This design comes from an exercise in tuning for small area and a short achievable clock period on the open sky130 flow, not from production work. Where RTL was checked, it was by simulation tests only, not by an equivalence proof against the original.

==> job 4441: inputs <==
## FIRLPF
module FIRLPF(
       input                     Clock,
       input                     Rst_n,
       input      signed  [31:0] InputData1,
       output     signed  [31:0] OutputData
);
Settings: LEC_CHECK=0, CAP_MARGIN=20, CELL_PAD_IN_SITES_DETAIL_PLACEMENT=1, CORE_MARGIN=2, CORE_UTILIZATION=30, PLACE_DENSITY=0.5, SLEW_MARGIN=20, SYNTH_HIERARCHICAL=1, SYNTH_MINIMUM_KEEP_SIZE=0; clock period 11.0 ns.
standard.sh (not shown) runs the stock make flow with config.mk's settings and CLKGATE_MAP_FILE= SYNTH_SCRIPT=/design/flow/synth_recipe.tcl, a recipe that flattens the netlist after the stock synthesis.
==> flow/flow/run.sh <==
#!/bin/bash
# The standard layout (standard.sh) with one change to how it is made:
# the port buffers that global placement inserts use buf_2 instead of the
# flow's default pick, a slow delay buffer. Everything else, including
# synthesis, is the standard flow's. The tools' full output goes to
# standard.log in the work folder (and to the ORFS logs under orfs/logs).
set -euo pipefail
export BUFFER_PORTS_ARGS="-buffer_cell sky130_fd_sc_hd__buf_2"
bash standard.sh > standard.log 2>&1
==> job 1021: changes against job 4441 <==
==> flow/flow/run.sh (replaced) <==
#!/bin/bash
# The standard layout (standard.sh), with two changes to how it is made:
# - the port buffers that global placement inserts use buf_2 instead of the
#   flow's default pick, a slow delay buffer;
# - repair_design also keeps each net's fanout at most 16, with real buffers rather than delay cells (pre_resize.tcl), so
#   high-fanout nets are buffered.
# Everything else, including synthesis, is the standard flow's. Each tool's
# full output goes to standard.log in the work folder (and the ORFS logs).
set -euo pipefail
here=$(cd "$(dirname "$0")" && pwd)
export BUFFER_PORTS_ARGS="-buffer_cell sky130_fd_sc_hd__buf_2"
export PRE_RESIZE_TCL="$here/pre_resize.tcl"
bash standard.sh > standard.log 2>&1
==> flow/flow/pre_resize.tcl (new file) <==
# Sourced by ORFS before repair_design (placement resizing step): buffer
# high-fanout nets and keep transitions short, with ordinary buffers rather
# than delay cells.
set_dont_use [get_lib_cells {sky130_fd_sc_hd__clkdlybuf4s* sky130_fd_sc_hd__dlygate* sky130_fd_sc_hd__dlymetal* sky130_fd_sc_hd__buf_1 sky130_fd_sc_hd__clkbuf_1}]
set_max_fanout 16 [current_design]
set_max_transition 0.2 [current_design]
==> run notes <==
- First-pass GRT wire length: 94.8 mm
- Run status: timing/DRC/antenna clean
- GR Util All Layers: 15.5%
- Most common cell after layout, fill and taps aside: sky130_fd_sc_hd__dfxtp_1
- CP Max Fanout: 4
- Fraction of the cycle the final worst path needs: 33.3%
- Cell count after placement: 2,905
The numbers above come from job 4441.

==> run notes <==
- Largest net degree at the start of global routing: 17
- CP Max Fanout: 3
- GR Util All Layers: 18.8%
- Die W: 277 um
- Cell count after placement: 3,424
- Run status: timing/DRC/antenna clean
- Fraction of the cycle the final worst path needs: 47.8%
- Most common cell after layout, fill and taps aside: sky130_fd_sc_hd__buf_2
- First-pass GRT wire length: 115 mm
The numbers above come from job 1021.


========
==> try-fjord: inputs <==
Another version of the RTL of FIRLPF (not shown whole).
// FIRLPF
module FIRLPF(
       input                     Clock,
       input                     Rst_n,
       input      signed  [31:0] InputData1,
       output     signed  [31:0] OutputData
);
export LEC_CHECK = 0
export CAP_MARGIN = 20
export CELL_PAD_IN_SITES_DETAIL_PLACEMENT = 1
export CORE_MARGIN = 2
export CORE_UTILIZATION = 30
export CTS_CLUSTER_DIAMETER = 60
export CTS_CLUSTER_SIZE = 30
export PLACE_DENSITY = 0.5
export SLEW_MARGIN = 20
export SYNTH_HIERARCHICAL = 1
export SYNTH_MINIMUM_KEEP_SIZE = 0
create_clock -name core_clock -period 11.0 [get_ports {Clock}]
==> flow/flow/run.sh <==
#!/bin/bash
# The standard layout (standard.sh) with two changes to how it is made:
# - the port buffers that global placement inserts use buf_2 instead of the
#   flow's default pick, a slow delay buffer;
# - after placement resizing (repair_design), cells that drive many loads
#   get a stronger drive strength of the same cell, adder cells excepted
#   (post_resize.tcl);
#   detailed placement then legalizes them as usual.
# Everything else, including synthesis, is the standard flow's. The tools'
# full output goes to standard.log in the work folder (and to the ORFS logs
# under orfs/logs).
set -euo pipefail
here=$(cd "$(dirname "$0")" && pwd)
export BUFFER_PORTS_ARGS="-buffer_cell sky130_fd_sc_hd__buf_2"
export POST_RESIZE_TCL="$here/post_resize.tcl"
bash standard.sh > standard.log 2>&1
==> flow/flow/post_resize.tcl <==
# Sourced by ORFS after repair_design in the placement resizing step.
# Cells whose output drives more than 6 pins get the _4 drive strength of the
# same cell, more than 3 pins the _2 one, where the library has it (same
# function; flip-flops stay the same type of flip-flop). Adder cells are
# left alone.
set n_up 0
foreach inst [get_cells *] {
  set master [get_property $inst ref_name]
  if {![regexp {^(sky130_fd_sc_hd__[a-z0-9]+)_([0-9]+)$} $master -> base drive]} { continue }
  if {[string match "*clkbuf*" $base] || [string match "*dly*" $base] || [string match "*tap*" $base]} { continue }
  # the adders' cells (half adders and prefix cells) are left as they are
  if {[regexp {__(ha|fa|a21o)$} $base]} { continue }
  set fo 0
  foreach pin [get_pins -of_objects $inst -filter "direction == output"] {
    set net [get_nets -of_objects $pin]
    if {$net eq ""} { continue }
    incr fo [llength [get_pins -of_objects $net -filter "direction == input"]]
  }
  if {$fo > 6} { set want 4 } elseif {$fo > 3} { set want 2 } else { continue }
  if {$drive >= $want} { continue }
  if {[llength [get_lib_cells -quiet ${base}_$want]] == 0} { continue }
  replace_cell $inst ${base}_$want
  incr n_up
}
puts "post_resize.tcl: upsized $n_up cells"
==> try-nickel (differences from try-fjord) <==
--- a/flow/design.v
+++ b/flow/design.v
@@ -821,15 +821,15 @@
 end
 reg upd;
 always @(posedge Clock or negedge Rst_n)
   if (!Rst_n) upd <= 1'b0;
   else        upd <= (Count == 6'd39);
-reg  [27:0] U;
-wire [27:0] Unext;
-wire [27:0] ua = U;
-wire [27:0] ub = {{3{R2[24]}}, R2};
-wire [27:0] uc = ~{{3{R7[24]}}, R7};
+reg  [29:0] U;
+wire [29:0] Unext;
+wire [29:0] ua = U;
+wire [29:0] ub = {{5{R2[24]}}, R2};
+wire [29:0] uc = ~{{5{R7[24]}}, R7};
 wire us0, uk0;
 FIRLPF_fa uu0 (.a(ua[0]), .b(ub[0]), .c(uc[0]), .s(us0), .co(uk0));
 wire us1, uk1;
 FIRLPF_fa uu1 (.a(ua[1]), .b(ub[1]), .c(uc[1]), .s(us1), .co(uk1));
 wire us2, uk2;
@@ -882,10 +882,14 @@
 FIRLPF_fa uu25 (.a(ua[25]), .b(ub[25]), .c(uc[25]), .s(us25), .co(uk25));
 wire us26, uk26;
 FIRLPF_fa uu26 (.a(ua[26]), .b(ub[26]), .c(uc[26]), .s(us26), .co(uk26));
 wire us27, uk27;
 FIRLPF_fa uu27 (.a(ua[27]), .b(ub[27]), .c(uc[27]), .s(us27), .co(uk27));
+wire us28, uk28;
+FIRLPF_fa uu28 (.a(ua[28]), .b(ub[28]), .c(uc[28]), .s(us28), .co(uk28));
+wire us29, uk29;
+FIRLPF_fa uu29 (.a(ua[29]), .b(ub[29]), .c(uc[29]), .s(us29), .co(uk29));
 wire uap0, uag0;
 FIRLPF_ha uuah0 (.a(us0), .b(1'b1), .s(uap0), .co(uag0));
 wire uap1, uag1;
 FIRLPF_ha uuah1 (.a(us1), .b(uk0), .s(uap1), .co(uag1));
 wire uap2, uag2;
@@ -938,10 +942,14 @@
 FIRLPF_ha uuah25 (.a(us25), .b(uk24), .s(uap25), .co(uag25));
 wire uap26, uag26;
 FIRLPF_ha uuah26 (.a(us26), .b(uk25), .s(uap26), .co(uag26));
 wire uap27, uag27;
 FIRLPF_ha uuah27 (.a(us27), .b(uk26), .s(uap27), .co(uag27));
+wire uap28, uag28;
+FIRLPF_ha uuah28 (.a(us28), .b(uk27), .s(uap28), .co(uag28));
+wire uap29, uag29;
+FIRLPF_ha uuah29 (.a(us29), .b(uk28), .s(uap29), .co(uag29));
 wire uaG0_1g, uaG0_1p;
 FIRLPF_gp uuaG0_1 (.gh(uag1), .ph(uap1), .gl(uag0), .pl(uap0), .g(uaG0_1g), .p(uaG0_1p));
 wire uaG0_3g, uaG0_3p;
 FIRLPF_gp uuaG0_3 (.gh(uag3), .ph(uap3), .gl(uag2), .pl(uap2), .g(uaG0_3g), .p(uaG0_3p));
 wire uaG0_5g, uaG0_5p;
@@ -966,10 +974,12 @@
 FIRLPF_gp uuaG0_23 (.gh(uag23), .ph(uap23), .gl(uag22), .pl(uap22), .g(uaG0_23g), .p(uaG0_23p));
 wire uaG0_25g, uaG0_25p;
 FIRLPF_gp uuaG0_25 (.gh(uag25), .ph(uap25), .gl(uag24), .pl(uap24), .g(uaG0_25g), .p(uaG0_25p));
 wire uaG0_27g, uaG0_27p;
 FIRLPF_gp uuaG0_27 (.gh(uag27), .ph(uap27), .gl(uag26), .pl(uap26), .g(uaG0_27g), .p(uaG0_27p));
+wire uaG0_29g, uaG0_29p;
+FIRLPF_gp uuaG0_29 (.gh(uag29), .ph(uap29), .gl(uag28), .pl(uap28), .g(uaG0_29g), .p(uaG0_29p));
 wire uaG1_2g, uaG1_2p;
 FIRLPF_gp uuaG1_2 (.gh(uag2), .ph(uap2), .gl(uaG0_1g), .pl(uaG0_1p), .g(uaG1_2g), .p(uaG1_2p));
 wire uaG1_3g, uaG1_3p;
 FIRLPF_gp uuaG1_3 (.gh(uaG0_3g), .ph(uaG0_3p), .gl(uaG0_1g), .pl(uaG0_1p), .g(uaG1_3g), .p(uaG1_3p));
 wire uaG1_6g, uaG1_6p;
@@ -1018,10 +1028,14 @@
 FIRLPF_gp uuaG2_21 (.gh(uaG0_21g), .ph(uaG0_21p), .gl(uaG1_19g), .pl(uaG1_19p), .g(uaG2_21g), .p(uaG2_21p));
 wire uaG2_22g, uaG2_22p;
 FIRLPF_gp uuaG2_22 (.gh(uaG1_22g), .ph(uaG1_22p), .gl(uaG1_19g), .pl(uaG1_19p), .g(uaG2_22g), .p(uaG2_22p));
 wire uaG2_23g, uaG2_23p;
 FIRLPF_gp uuaG2_23 (.gh(uaG1_23g), .ph(uaG1_23p), .gl(uaG1_19g), .pl(uaG1_19p), .g(uaG2_23g), .p(uaG2_23p));
+wire uaG2_28g, uaG2_28p;
+FIRLPF_gp uuaG2_28 (.gh(uag28), .ph(uap28), .gl(uaG1_27g), .pl(uaG1_27p), .g(uaG2_28g), .p(uaG2_28p));
+wire uaG2_29g, uaG2_29p;
+FIRLPF_gp uuaG2_29 (.gh(uaG0_29g), .ph(uaG0_29p), .gl(uaG1_27g), .pl(uaG1_27p), .g(uaG2_29g), .p(uaG2_29p));
 wire uaG3_8g, uaG3_8p;
 FIRLPF_gp uuaG3_8 (.gh(uag8), .ph(uap8), .gl(uaG2_7g), .pl(uaG2_7p), .g(uaG3_8g), .p(uaG3_8p));
 wire uaG3_9g, uaG3_9p;
 FIRLPF_gp uuaG3_9 (.gh(uaG0_9g), .ph(uaG0_9p), .gl(uaG2_7g), .pl(uaG2_7p), .g(uaG3_9g), .p(uaG3_9p));
 wire uaG3_10g, uaG3_10p;
@@ -1042,10 +1056,14 @@
 FIRLPF_gp uuaG3_25 (.gh(uaG0_25g), .ph(uaG0_25p), .gl(uaG2_23g), .pl(uaG2_23p), .g(uaG3_25g), .p(uaG3_25p));
 wire uaG3_26g, uaG3_26p;
 FIRLPF_gp uuaG3_26 (.gh(uaG1_26g), .ph(uaG1_26p), .gl(uaG2_23g), .pl(uaG2_23p), .g(uaG3_26g), .p(uaG3_26p));
 wire uaG3_27g, uaG3_27p;
 FIRLPF_gp uuaG3_27 (.gh(uaG1_27g), .ph(uaG1_27p), .gl(uaG2_23g), .pl(uaG2_23p), .g(uaG3_27g), .p(uaG3_27p));
+wire uaG3_28g, uaG3_28p;
+FIRLPF_gp uuaG3_28 (.gh(uaG2_28g), .ph(uaG2_28p), .gl(uaG2_23g), .pl(uaG2_23p), .g(uaG3_28g), .p(uaG3_28p));
+wire uaG3_29g, uaG3_29p;
+FIRLPF_gp uuaG3_29 (.gh(uaG2_29g), .ph(uaG2_29p), .gl(uaG2_23g), .pl(uaG2_23p), .g(uaG3_29g), .p(uaG3_29p));
 wire uaG4_16g, uaG4_16p;
 FIRLPF_gp uuaG4_16 (.gh(uag16), .ph(uap16), .gl(uaG3_15g), .pl(uaG3_15p), .g(uaG4_16g), .p(uaG4_16p));
 wire uaG4_17g, uaG4_17p;
 FIRLPF_gp uuaG4_17 (.gh(uaG0_17g), .ph(uaG0_17p), .gl(uaG3_15g), .pl(uaG3_15p), .g(uaG4_17g), .p(uaG4_17p));
 wire uaG4_18g, uaG4_18p;
@@ -1066,10 +1084,14 @@
 FIRLPF_gp uuaG4_25 (.gh(uaG3_25g), .ph(uaG3_25p), .gl(uaG3_15g), .pl(uaG3_15p), .g(uaG4_25g), .p(uaG4_25p));
 wire uaG4_26g, uaG4_26p;
 FIRLPF_gp uuaG4_26 (.gh(uaG3_26g), .ph(uaG3_26p), .gl(uaG3_15g), .pl(uaG3_15p), .g(uaG4_26g), .p(uaG4_26p));
 wire uaG4_27g, uaG4_27p;
 FIRLPF_gp uuaG4_27 (.gh(uaG3_27g), .ph(uaG3_27p), .gl(uaG3_15g), .pl(uaG3_15p), .g(uaG4_27g), .p(uaG4_27p));
+wire uaG4_28g, uaG4_28p;
+FIRLPF_gp uuaG4_28 (.gh(uaG3_28g), .ph(uaG3_28p), .gl(uaG3_15g), .pl(uaG3_15p), .g(uaG4_28g), .p(uaG4_28p));
+wire uaG4_29g, uaG4_29p;
+FIRLPF_gp uuaG4_29 (.gh(uaG3_29g), .ph(uaG3_29p), .gl(uaG3_15g), .pl(uaG3_15p), .g(uaG4_29g), .p(uaG4_29p));
 wire uas1 = uap1 ^ uag0;
 wire uas2 = uap2 ^ uaG0_1g;
 wire uas3 = uap3 ^ uaG1_2g;
 wire uas4 = uap4 ^ uaG1_3g;
 wire uas5 = uap5 ^ uaG2_4g;
@@ -1093,15 +1115,17 @@
 wire uas23 = uap23 ^ uaG4_22g;
 wire uas24 = uap24 ^ uaG4_23g;
 wire uas25 = uap25 ^ uaG4_24g;
 wire uas26 = uap26 ^ uaG4_25g;
 wire uas27 = uap27 ^ uaG4_26g;
-assign Unext = {uas27, uas26, uas25, uas24, uas23, uas22, uas21, uas20, uas19, uas18, uas17, uas16, uas15, uas14, uas13, uas12, uas11, uas10, uas9, uas8, uas7, uas6, uas5, uas4, uas3, uas2, uas1, uap0};
+wire uas28 = uap28 ^ uaG4_27g;
+wire uas29 = uap29 ^ uaG4_28g;
+assign Unext = {uas29, uas28, uas27, uas26, uas25, uas24, uas23, uas22, uas21, uas20, uas19, uas18, uas17, uas16, uas15, uas14, uas13, uas12, uas11, uas10, uas9, uas8, uas7, uas6, uas5, uas4, uas3, uas2, uas1, uap0};
 always @(posedge Clock or negedge Rst_n)
-  if (!Rst_n)   U <= 28'd0;
+  if (!Rst_n)   U <= 30'd0;
   else if (upd) U <= Unext;
-assign OutputData = {U[27], U[27], U[27], U[27], U[27], U[27], U[27], U[27], U[26:3]};
+assign OutputData = {U[29], U[29], U[28], U[28], U[28], U[27], U[27], U[27], U[26:3]};
 endmodule
 module FIRLPF_fa(input a, input b, input c, output s, output co);
 assign s  = a ^ b ^ c;
 assign co = (a & b) | (a & c) | (b & c);
 endmodule
==> comparison table <==
                                                                          try-nickel                try-fjord
Clock net sink count                                                             400                      398
Fraction of layout instances using a drive strength above 1                    13.3%                    12.3%
Critical path origin                                                           U[17]                    U[27]
Met2 layer usage reported by global route                                      26.8%                    25.4%
Non-filler instance count after layout                                          2962                     2959
Outcome                                                      complete, no violations  complete, no violations
Sw Ratio                                                                       38.5%                    37.9%
Largest stage delay, worst path                                              0.46 ns                  0.54 ns
Non-clk buf share                                                              2.02%                    1.87%
Fraction of standard cell area in multi-input logic                            52.5%                    52.2%
Clock transition at the registers of the reported paths                      0.10 ns                  0.09 ns
Number of DRC violations after detailed-routing iteration 0                      865                      695
Worst hold path startpoint                                                    R1[13]                   R0[16]
Only the layout flow was run in try-nickel; the RTL was not checked for function there.

## separate check: timing with driven ports
No port has a modelled driver above. Below, the same layouts with a new extraction and two added sets of constraints.
Step 1 assumes that a clkbuf_16 drives the clock port and a buf_2 every other input.
Step 2, shift: input delay + t, output delay - t, t = (earliest + latest rising clock arrival at the registers) / 2. This alone moves slack from input paths to output paths.
a / b / c = ideal ports / drivers / drivers and shift; a / b = the first two.
run	t (ns)	setup slack, ns	hold WS [ns]
job 4441	0.647	7.332 / 7.332 / 7.332	0.322 / 0.322 / 0.322
job 1021	0.667	5.741 / 5.741 / 5.741	0.314 / 0.314 / 0.314
try-fjord	0.616	7.531 / 7.474 / 7.684	0.321 / 0.321 / 0.321
try-nickel	0.635	7.573 / 7.512 / 7.584	0.309 / 0.309 / 0.309
After both steps setup and hold are still met in every run listed.
